What follows belongs to an exercise in optimizing a design on an open flow for small area, a short achievable clock period and few clock cycles; a production flow would make more cautious choices.
RTL that was checked went through simulation tests only; none was proved equivalent to the original.
No activity file was given, so power comes from the tool's default toggle rates.

Setup of job 3830:
==> flow/design.v (excerpt) <==
module divider(
	input wire [31:0] dividend,
	input wire [31:0] divisor,
	input clk,
	input rst,
	input start,
	output wire [31:0] quotient,
	output wire [31:0] remainder,
	output wire busy,
	output wire done
);
	reg [31:0] q;
	reg [31:0] r;
	reg [32:0] d;
	reg running;
	reg done_r;
	assign quotient = q;
	assign remainder = r;
	assign busy = running;
	assign done = done_r;
	function [5:0] lzc;
		input [31:0] x;
		reg [15:0] v1; reg [15:0] c1;
		reg [7:0] v2; reg [15:0] c2;
		reg [3:0] v3; reg [11:0] c3;
		reg [1:0] v4; reg [7:0] c4;
		reg v5; reg [4:0] c5;
		integer k;
		begin
			for (k = 0; k < 16; k = k + 1) begin
				v1[k] = x[2*k+1] | x[2*k];
				c1[k] = ~x[2*k+1];
			end
			for (k = 0; k < 8; k = k + 1) begin
				v2[k] = v1[2*k+1] | v1[2*k];
				c2[2*k+:2] = v1[2*k+1] ? {1'b0, c1[2*k+1]} : {1'b1, c1[2*k]};
			end
			for (k = 0; k < 4; k = k + 1) begin
				v3[k] = v2[2*k+1] | v2[2*k];
				c3[3*k+:3] = v2[2*k+1] ? {1'b0, c2[4*k+2+:2]} : {1'b1, c2[4*k+:2]};
			end
			for (k = 0; k < 2; k = k + 1) begin
				v4[k] = v3[2*k+1] | v3[2*k];
				c4[4*k+:4] = v3[2*k+1] ? {1'b0, c3[6*k+3+:3]} : {1'b1, c3[6*k+:3]};
			end
			v5 = v4[1] | v4[0];
			c5 = v4[1] ? {1'b0, c4[7:4]} : {1'b1, c4[3:0]};
			lzc = v5 ? {1'b0, c5} : 6'd32;
		end
	endfunction
	wire [5:0] za = lzc(dividend);
	wire [5:0] zb = lzc(divisor);
	wire b_zero = (divisor == 32'd0);
	wire b_one = (divisor == 32'd1);
	wire a_less = (za > zb);              
	wire [4:0] sh = zb[4:0] - za[4:0];    
  ...
clock: 8.0 ns
lec_check: 0
cap_margin: 20
core_margin: 2
core_utilization: 40
cts_cluster_diameter: 150
cts_cluster_size: 60
place_density: 0.6
setup_slack_margin: 2.5
slew_margin: 20
standard.sh (not shown) runs the stock make flow with config.mk's settings and CLKGATE_MAP_FILE= SYNTH_SCRIPT=/design/flow/synth_recipe.tcl, a recipe that flattens the netlist after the stock synthesis.
==> flow/flow/run.sh <==
#!/bin/bash
set -euo pipefail
export BUFFER_PORTS_ARGS="-buffer_cell sky130_fd_sc_hd__buf_1"
bash standard.sh > standard_flow.log 2>&1
Job 3830 | status: complete | timing, DRC, antenna: pass
Testbench counts of job 3830, summed over its fixed seeds: cycles 5,255.
Relative to job 3830, the following input files were edited for job 6211:
- swapping 2.5 for 2.75 in SETUP_SLACK_MARGIN
- clearing CTS_CLUSTER_SIZE, which used to be 60
- clearing CTS_CLUSTER_DIAMETER, which used to be 150
Results
Job 3830 -> job 6211: clock transition time at the flip-flop clock pins of the worst setup and hold paths flat
Compared to job 3830, job 6211 has final clock period utilization by the worst path 1.4 points lower.
Against job 3830, the final cell area of job 6211 is higher.
--- input diff job 6211..job 4050 ---
- CTS_CLUSTER_SIZE: unset -> 35
- SETUP_SLACK_MARGIN: 2.75 -> 2.5
==> run notes <==
Job 4050 ended with every stage complete and zero timing, DRC or antenna violations. Between job 4050 and job 6211, it is job 4050 whose proportion of power drawn by combinational gates is higher, by 0.5 points. Compared with job 6211, job 4050 shows maximum fanout along the worst path higher by 8. Job 4050 vs job 6211 — register share of the cell area rose 1.8 points. Job 4050 vs job 6211, required time at the worst-slack endpoint went down by 30 ps. Between job 6211 and job 4050, sum of net half-perimeters after detailed placement increased.
Relative to job 4050, the following input files were edited for job 9795:
- a change of PLACE_DENSITY from 0.6 to 0.7
- a change of CORE_UTILIZATION from 40 to 45
- a deleted CTS_CLUSTER_SIZE that had been 35
Job 9795 ran to completion and came out clean on the timing, DRC and antenna checks.
Job 9795 vs job 4050 — die width dropped by a few percent
Taking job 9795 over job 4050, the largest net degree at the start of global routing ratio works out to 1.05.
Global routing usage summed across all routing layers delta for job 9795 relative to job 4050: 2.4 points higher
Comparing job 9795 and job 4050, the higher utilization is on job 9795.
Of job 9795 and job 4050, the higher full die area belongs to job 4050.
Job 9795 against job 4050: worst setup slack after layout went down by 80 ps; routed length on met3 went up by 9.4%.
For job 3646, these inputs were changed with respect to job 9795:
- swapping 45 for 40 in CORE_UTILIZATION
- swapping 2.5 for 2 in SETUP_SLACK_MARGIN
- swapping 0.7 for 0.6 in PLACE_DENSITY
--- outcome ---
Per the final summary, job 3646 finished and its layout is clean on timing, DRC and antenna. Per the comparison of job 3646 with job 9795, final wirelength has decreased, total power after layout has decreased, effective utilization at floorplan has decreased, die width has increased, area overhead of the layout relative to synthesis has decreased. Higher die area among job 3646 and job 9795: job 3646.

== v10 ==
divider, a different RTL version from the one above (not shown whole).
For scale: about 1100 cells after synthesis, about 99 flip-flops, about 130 I/O pins, roughly 8900 um^2 of cells after synthesis.
Settings: LEC_CHECK=0, CAP_MARGIN=20, CORE_MARGIN=2, CORE_UTILIZATION=60, PLACE_DENSITY=0.65, SETUP_SLACK_MARGIN=2.5, SLEW_MARGIN=20; clock period 8.0 ns.
==> flow/flow/run.sh <==
#!/bin/bash
set -euo pipefail
export BUFFER_PORTS_ARGS="-buffer_cell sky130_fd_sc_hd__buf_1"
export CTS_ARGS="-sink_clustering_enable -repair_clock_nets -dont_use_dummy_load"
bash standard.sh > standard_flow.log 2>&1
v10: flow completed, timing, DRC and antenna clean
Testbench counts of v10, summed over its fixed seeds: cycles 5,255.
Here is what was changed in the inputs of v29 compared with v10.
# v10
export LEC_CHECK = 0
export CAP_MARGIN = 20
export CORE_MARGIN = 2
export CORE_UTILIZATION = 60
export PLACE_DENSITY = 0.65
export SETUP_SLACK_MARGIN = 2.5
export SLEW_MARGIN = 20
create_clock -name core_clock -period 8.0 [get_ports {clk}]
# v29
export LEC_CHECK = 0
export CAP_MARGIN = 20
export CORE_MARGIN = 2
export CORE_UTILIZATION = 50
export PLACE_DENSITY = 0.6
export SETUP_SLACK_MARGIN = 2.5
export SLEW_MARGIN = 20
create_clock -name core_clock -period 8.0 [get_ports {clk}]
[summary]
Summary of v29 over v10: worst setup margin rose by 0.077 ns, length of the first detailed-routing pass in iterations rose by 1, switching power total fell by about 1.6%, finished layout cell area fell by 1.6%.
Going from v10 to v29, the growth of design area from synthesis to finish was found to have gone down by 2.0 points.
Comparing v29 and v10, the lower wire length is on v10.
--- input diff v29..v22 ---
# v29
export LEC_CHECK = 0
export CAP_MARGIN = 20
export CORE_MARGIN = 2
export CORE_UTILIZATION = 50
export PLACE_DENSITY = 0.6
export SETUP_SLACK_MARGIN = 2.5
export SLEW_MARGIN = 20
create_clock -name core_clock -period 8.0 [get_ports {clk}]
# v22
export LEC_CHECK = 0
export CAP_MARGIN = 20
export CORE_MARGIN = 2
export CORE_UTILIZATION = 40
export PLACE_DENSITY = 0.6
export SETUP_SLACK_MARGIN = 2.5
export SLEW_MARGIN = 20
create_clock -name core_clock -period 8.0 [get_ports {clk}]
### Flow results
v22: full flow OK, the timing, DRC and antenna checks passed
Height of the die, v22 and v29: lower on v29
Changes observed in v22 relative to v29: combinational share of power now sits higher; final cell count went up by about 5.4%.
Compared with v29, v22 is hungrier on power.
Compared v22 vs v29, and part of the power in the clock network is down in v22.
Comparing v22 and v29, the higher overall fraction of global-route tracks in use is on v29.
Clock network area share delta (v29 -> v22): insignificant
Higher portion of the clock cycle consumed by the worst path in the final layout goes to v22 over v29.
Final cell area: v22 above v29
Min time the final worst path needs with I/O delays and setup across v22 and v29: v29

Setup of oak:
divider again, from the RTL that the note above started with.
## divider
module divider(
	input wire [31:0] dividend,
	input wire [31:0] divisor,
	input clk,
	input rst,
	input start,
	output wire [31:0] quotient,
	output wire [31:0] remainder,
	output wire busy,
	output wire done
);
Settings: LEC_CHECK=0, CAP_MARGIN=20, CORE_MARGIN=2, CORE_UTILIZATION=50, PLACE_DENSITY=0.6, SETUP_SLACK_MARGIN=2.75, SLEW_MARGIN=20; clock period 8.0 ns.
Scripts as last shown in full above: flow/flow/run.sh
oak closes out successfully: all stages finished, all timing, DRC and antenna checks passed.
Testbench counts of oak, summed over its fixed seeds: cycles 5,255.
diff inputs: oak => pine
Settings: SETUP_SLACK_MARGIN now 2.25, was 2.75.
Findings:
Diff oak -> pine: count of unique library cells instantiated by Yosys about even, met1 capacity usage during global routing now sits lower.
Re setup slack of the most critical reg-to-reg path: pine is 0.26 ns down on oak.
Compared with oak, pine is the less power-hungry design.
Comparing pine and oak, post-layout instance area is lower on pine.
Compared with oak, pine shows leakage dissipation lower by about 9%.
On pine: routed length per placed instance is about 5% lower than what oak gave.
Switching power total is higher on oak

Another version of the RTL of divider (not shown whole).
Size: about 1100 cells after synthesis, about 130 I/O pins, about 0.0090 mm^2 of cells after synthesis.
Settings: LEC_CHECK=0, CAP_MARGIN=20, CORE_MARGIN=2, CORE_UTILIZATION=40, PLACE_DENSITY=0.6, SETUP_SLACK_MARGIN=2.75, SLEW_MARGIN=20; clock period 8.0 ns.
==> flow/flow/run.sh <==
#!/bin/bash
set -euo pipefail
export BUFFER_PORTS_ARGS="-buffer_cell sky130_fd_sc_hd__buf_1"
bash standard.sh > standard_flow.log 2>&1
The first run completed without violations.
==> next run, changes <==
Settings changed: SETUP_SLACK_MARGIN 2.75 to 2.5.
Outcome: The new run passed the timing, DRC and antenna checks. Hold slack stays flat. Via count goes down by 1.8%. Die area is unchanged. Global-route usage hardly moves.
No run of this note included a check of the RTL's function; only the layout flow was run.

Setup of run A:
divider, a different RTL version from the one above (not shown whole).
Size in the first run: roughly 1,200 cells after synthesis, ~10,000 µm² of cells after synthesis.
==> flow/config.mk <==
export PLATFORM = sky130hd
export DESIGN_NAME = divider
export DESIGN_NICKNAME = divider
export VERILOG_FILES = /design/flow/design.v
export SDC_FILE = /design/flow/constraint.sdc
export NUM_CORES = 4
export LEC_CHECK = 0
export ABC_CLOCK_PERIOD_IN_PS = 3000
export CAP_MARGIN = 20
export CORE_MARGIN = 2
export CORE_UTILIZATION = 40
export PLACE_DENSITY = 0.6
export SETUP_SLACK_MARGIN = 4.5
export SLEW_MARGIN = 20
==> flow/constraint.sdc <==
create_clock -name core_clock -period 8.0 [get_ports {clk}]
set_input_delay 1.6000 -clock core_clock [delete_from_list [all_inputs] [get_ports {clk}]]
set_output_delay 1.6000 -clock core_clock [all_outputs]
set_load 0.01 [all_outputs]
run.sh (not shown) runs the stock make flow with config.mk's settings and CLKGATE_MAP_FILE= SYNTH_SCRIPT=/design/flow/synth_recipe.tcl, a recipe that flattens the netlist after the stock synthesis.
Stock flow here: none of the scripts above is used.
The flow did not stop early for run A: all stages ran, and the layout cleared the timing, DRC and antenna checks.
## Diff of input files: run B against run A
Settings: SETUP_SLACK_MARGIN removed (was 4.5); ABC_CLOCK_PERIOD_IN_PS removed (was 3000).
--- outcome ---
The final layouts of run A and run B pass the timing, DRC and antenna checks.
Diff run A -> run B: maximum vdd drop decreased about 10%, initial antenna violation count essentially unchanged, clock buffer and inverter area fraction after layout increased 0.56 points, count of multi-input combinational gates decreased 0.31%.
As far as number of iterations in the first detailed-routing pass goes, run B and run A are indistinguishable; the numbers are identical.
Non-clock buffer count down 136 in run B wrt run A
The clock skew on run A is in line with that on run B.
Overall via count from detail_route (run A / run B): 1.10
Looking at wire length after detailed routing, run B sits about 16% lower than run A does.
Setup changes, run B to run C
==> flow/flow/run.sh (new file) <==
#!/bin/bash
set -euo pipefail
export BUFFER_PORTS_ARGS="-buffer_cell sky130_fd_sc_hd__buf_1"
bash standard.sh > standard_flow.log 2>&1
==> flow/standard.sh (new file) <==
#!/bin/bash
# synth_recipe.tcl (not shown) runs the flow's synth.tcl, then flattens the netlist and writes it again
# the make line also repeats each setting of config.mk as NAME=value (left out here)
make -C /OpenROAD-flow-scripts/flow DESIGN_CONFIG=/design/flow/config.mk WORK_HOME=/design/flow/orfs CLKGATE_MAP_FILE= SYNTH_SCRIPT=/design/flow/synth_recipe.tcl "${@:-finish}"
removed: flow/run.sh
[summary]
[compare] base=run B new=run C: cell area after layout went down 6.9%; first-pass GRT wire length saw a decrease; buffer and inverter count on the worst path saw little to no change. Between run B and run C, the proportion of synthesized chip area in sequential cells does not differ in any meaningful way. Measured against each other, run C and run B differ in cell depth of the worst setup path, the lower figure coming from run B. | total wire length | run C vs run B | 1.6% lower |. Looking at critical path's slowest cell, the sky130_fd_sc_hd__a31oi_4 result is from run C; the sky130_fd_sc_hd__a2111oi_0 one comes from run B. Diff run B -> run C: wire length on met3 now smaller; final worst slack moved down; area added between synthesis and finish lost 8.2 points. ~same non-filler instance count after layout in run C and run B. Compared with run B, run C shows a worst hold slack that is 0.0034 ns higher.
No run of this note included a check of the RTL's function; only the layout flow was run.

Another version of the RTL of divider (not shown whole).
Size: about 1,200 cells after synthesis, about 99 flip-flops, ~130 I/O pins, ~9100 um2 of cells after synthesis.
Settings: LEC_CHECK=0, CAP_MARGIN=20, CORE_MARGIN=2, CORE_UTILIZATION=40, PLACE_DENSITY=0.6, SETUP_SLACK_MARGIN=2.5, SLEW_MARGIN=20; clock period 8.0 ns.
standard.sh (not shown) runs the stock make flow with config.mk's settings and CLKGATE_MAP_FILE= SYNTH_SCRIPT=/design/flow/synth_recipe.tcl, a recipe that flattens the netlist after the stock synthesis.
==> flow/flow/run.sh <==
#!/bin/bash
set -euo pipefail
export BUFFER_PORTS_ARGS="-buffer_cell sky130_fd_sc_hd__buf_1"
export CTS_ARGS="-sink_clustering_enable -repair_clock_nets -dont_use_dummy_load -sink_clustering_size 30 -sink_clustering_max_diameter 200"
bash standard.sh > standard_flow.log 2>&1
Testbench counts at the start, summed over its fixed seeds: cycles 5,255.
==> next run, changes <==
==> flow/flow/run.sh (replaced) <==
#!/bin/bash
set -euo pipefail
export BUFFER_PORTS_ARGS="-buffer_cell sky130_fd_sc_hd__buf_1"
export CTS_ARGS="-sink_clustering_enable -repair_clock_nets -dont_use_dummy_load"
bash standard.sh > standard_flow.log 2>&1
--- a/flow/config.mk
+++ b/flow/config.mk
@@ -8,5 +8,5 @@
 export CAP_MARGIN = 20
 export CORE_MARGIN = 2
-export CORE_UTILIZATION = 40
+export CORE_UTILIZATION = 50
 export PLACE_DENSITY = 0.6
 export SETUP_SLACK_MARGIN = 2.5
What happened: Total power goes down by a few percent; count of clock-buffer cells in the layout stays the same; wire length goes up slightly; combinational power goes down by a few percent; sequential share of layout area goes up by 0.27 points; design area goes down slightly; setup slack is worse by 0.014 ns.
==> next run, changes <==
==> flow/flow/run.sh (replaced) <==
#!/bin/bash
set -euo pipefail
export BUFFER_PORTS_ARGS="-buffer_cell sky130_fd_sc_hd__buf_1"
bash standard.sh > standard_flow.log 2>&1
--- a/flow/config.mk
+++ b/flow/config.mk
@@ -8,5 +8,5 @@
 export CAP_MARGIN = 20
 export CORE_MARGIN = 2
-export CORE_UTILIZATION = 50
+export CORE_UTILIZATION = 40
 export PLACE_DENSITY = 0.6
 export SETUP_SLACK_MARGIN = 2.5
Result: Global-route usage shrinks by 6.6 points. Critical path depth shrinks by 2. Cell area rises by a few percent.
==> next run, changes <==
--- a/flow/config.mk
+++ b/flow/config.mk
@@ -10,4 +10,4 @@
 export CORE_UTILIZATION = 40
 export PLACE_DENSITY = 0.6
-export SETUP_SLACK_MARGIN = 2.5
+export SETUP_SLACK_MARGIN = 2
 export SLEW_MARGIN = 20
The new run passed the timing, DRC and antenna checks.
Wire length goes down by 2.9%.
Hold slack hardly moves.
Via count goes down by 1.6%.
Count of clock-buffer cells in the layout is unchanged.
Register-to-register slack is worse by 0.32 ns.

amber:
divider with an RTL version that a note above also has.
For scale: about 1100 cells after synthesis, about 130 I/O pins.
## divider
module divider(
	input wire [31:0] dividend,
	input wire [31:0] divisor,
	input clk,
	input rst,
	input start,
	output wire [31:0] quotient,
	output wire [31:0] remainder,
	output wire busy,
	output wire done
);
==> flow/config.mk <==
export PLATFORM = sky130hd
export DESIGN_NAME = divider
export DESIGN_NICKNAME = divider
export VERILOG_FILES = /design/flow/design.v
export SDC_FILE = /design/flow/constraint.sdc
export NUM_CORES = 4
export LEC_CHECK = 0
export CAP_MARGIN = 20
export CORE_MARGIN = 2
export CORE_UTILIZATION = 40
export PLACE_DENSITY = 0.6
export SETUP_SLACK_MARGIN = 3
export SLEW_MARGIN = 20
export TNS_END_PERCENT = 0
==> flow/constraint.sdc <==
create_clock -name core_clock -period 8.0 [get_ports {clk}]
set_input_delay 1.6000 -clock core_clock [delete_from_list [all_inputs] [get_ports {clk}]]
set_output_delay 1.6000 -clock core_clock [all_outputs]
set_load 0.01 [all_outputs]
==> flow/flow/run.sh <==
#!/bin/bash
set -euo pipefail
export BUFFER_PORTS_ARGS="-buffer_cell sky130_fd_sc_hd__buf_1"
bash standard.sh > standard_flow.log 2>&1
amber | status: complete | timing, DRC, antenna: pass
Testbench counts of amber, summed over its fixed seeds: cycles 5,255.
## Diff of input files: zinc against amber
Settings: SETUP_SLACK_MARGIN changed from 3 to 2.5.
==> run notes <==
Comparing zinc and amber, the higher power is on zinc. Density: zinc denser than amber. Every run (zinc and amber) finished clean. zinc -> amber: worst hold slack across all endpoints flat.
[inputs] pepper vs zinc
Settings: removing TNS_END_PERCENT (formerly 0).
Detailed-route wire length on metal 1 (pepper vs. zinc) decreases by a few percent. Diff zinc -> pepper | number of cells on the critical path | decrease of 6. NOTE: wire length in pepper falls short of that of zinc. zinc -> pepper: post-detailed-placement cell area flat. pepper — final cell count 20 lower, zinc as reference. On area of all placed cells without fillers: pepper sits below zinc. Changes observed in pepper relative to zinc: switching power of the nets fell by 1.3%; detailed placer's ending HPWL shrank by 320 um.

[separate check: timing with driven ports]
The results above use ideal ports. As a check the final layouts listed here were re-extracted and re-timed, cells and wires unchanged. Step 1, drivers: a clkbuf_16 drives clk and a buf_2 each remaining input, both assumed. Step 2, shift: input delay + t, output delay - t, t = (earliest + latest rising clock arrival at the registers) / 2. This alone moves slack from input paths to output paths. Slacks: no drivers / after step 1 / after step 2; pairs: no drivers / after step 1.
| run | shift t [ns] | setup WS [ns] | worst setup path at the end | worst register clock-pin slew, ns | worst data-port slew with drivers (ns) |
|---|---|---|---|---|---|
| job 3830 | 0.398 | 2.636 / 2.656 / 2.258 | input to register | 0.09 / 0.09 | 0.05 |
| job 6211 | 0.409 | 2.752 / 2.759 / 2.350 | input to register | 0.08 / 0.08 | 0.05 |
| job 4050 | 0.398 | 2.636 / 2.656 / 2.258 | input to register | 0.09 / 0.09 | 0.05 |
| job 9795 | 0.393 | 2.556 / 2.574 / 2.181 | input to register | 0.08 / 0.08 | 0.06 |
| job 3646 | 0.404 | 2.216 / 2.216 / 1.923 | input to register | 0.08 / 0.08 | 0.05 |
| v10 | 0.393 | 2.569 / 2.593 / 2.200 | input to register | 0.07 / 0.07 | 0.06 |
| v29 | 0.394 | 2.646 / 2.663 / 2.269 | input to register | 0.08 / 0.08 | 0.05 |
| v22 | 0.392 | 2.539 / 2.539 / 2.267 | input to register | 0.07 / 0.07 | 0.06 |
| oak | 0.396 | 2.724 / 2.724 / 2.428 | input to register | 0.08 / 0.08 | 0.05 |
| pine | 0.383 | 2.460 / 2.460 / 2.147 | input to register | 0.08 / 0.08 | 0.06 |
| the first run of note 4 | 0.403 | 2.825 / 2.825 / 2.521 | input to register | 0.08 / 0.08 | 0.05 |
| the second run of note 4 | 0.407 | 2.597 / 2.597 / 2.273 | input to register | 0.08 / 0.08 | 0.04 |
| run A | 0.406 | 2.552 / 2.552 / 2.252 | input to register | 0.09 / 0.09 | 0.06 |
| run B | 0.407 | 1.692 / 1.692 / 1.350 | input to register | 0.09 / 0.09 | 0.04 |
| run C | 0.404 | 1.182 / 1.182 / 1.182 | register to register | 0.09 / 0.09 | 0.04 |
| the first run of note 6 | 0.397 | 2.673 / 2.699 / 2.302 | input to register | 0.08 / 0.08 | 0.04 |
| the second run of note 6 | 0.396 | 2.659 / 2.688 / 2.292 | input to register | 0.08 / 0.08 | 0.03 |
| the third run of note 6 | 0.404 | 2.692 / 2.695 / 2.313 | input to register | 0.08 / 0.08 | 0.04 |
| the fourth run of note 6 | 0.405 | 2.242 / 2.267 / 1.861 | input to register | 0.08 / 0.08 | 0.04 |
| amber | 0.410 | 2.690 / 2.716 / 2.306 | input to register | 0.09 / 0.09 | 0.04 |
| zinc | 0.400 | 2.484 / 2.484 / 2.253 | input to register | 0.08 / 0.08 | 0.04 |
| pepper | 0.398 | 2.636 / 2.656 / 2.258 | input to register | 0.09 / 0.09 | 0.05 |
After both steps every run listed still meets setup and hold. For job 6211, which loses most, drivers alone change the setup slack by +0.007 ns; drivers and shift together by -0.402 ns.
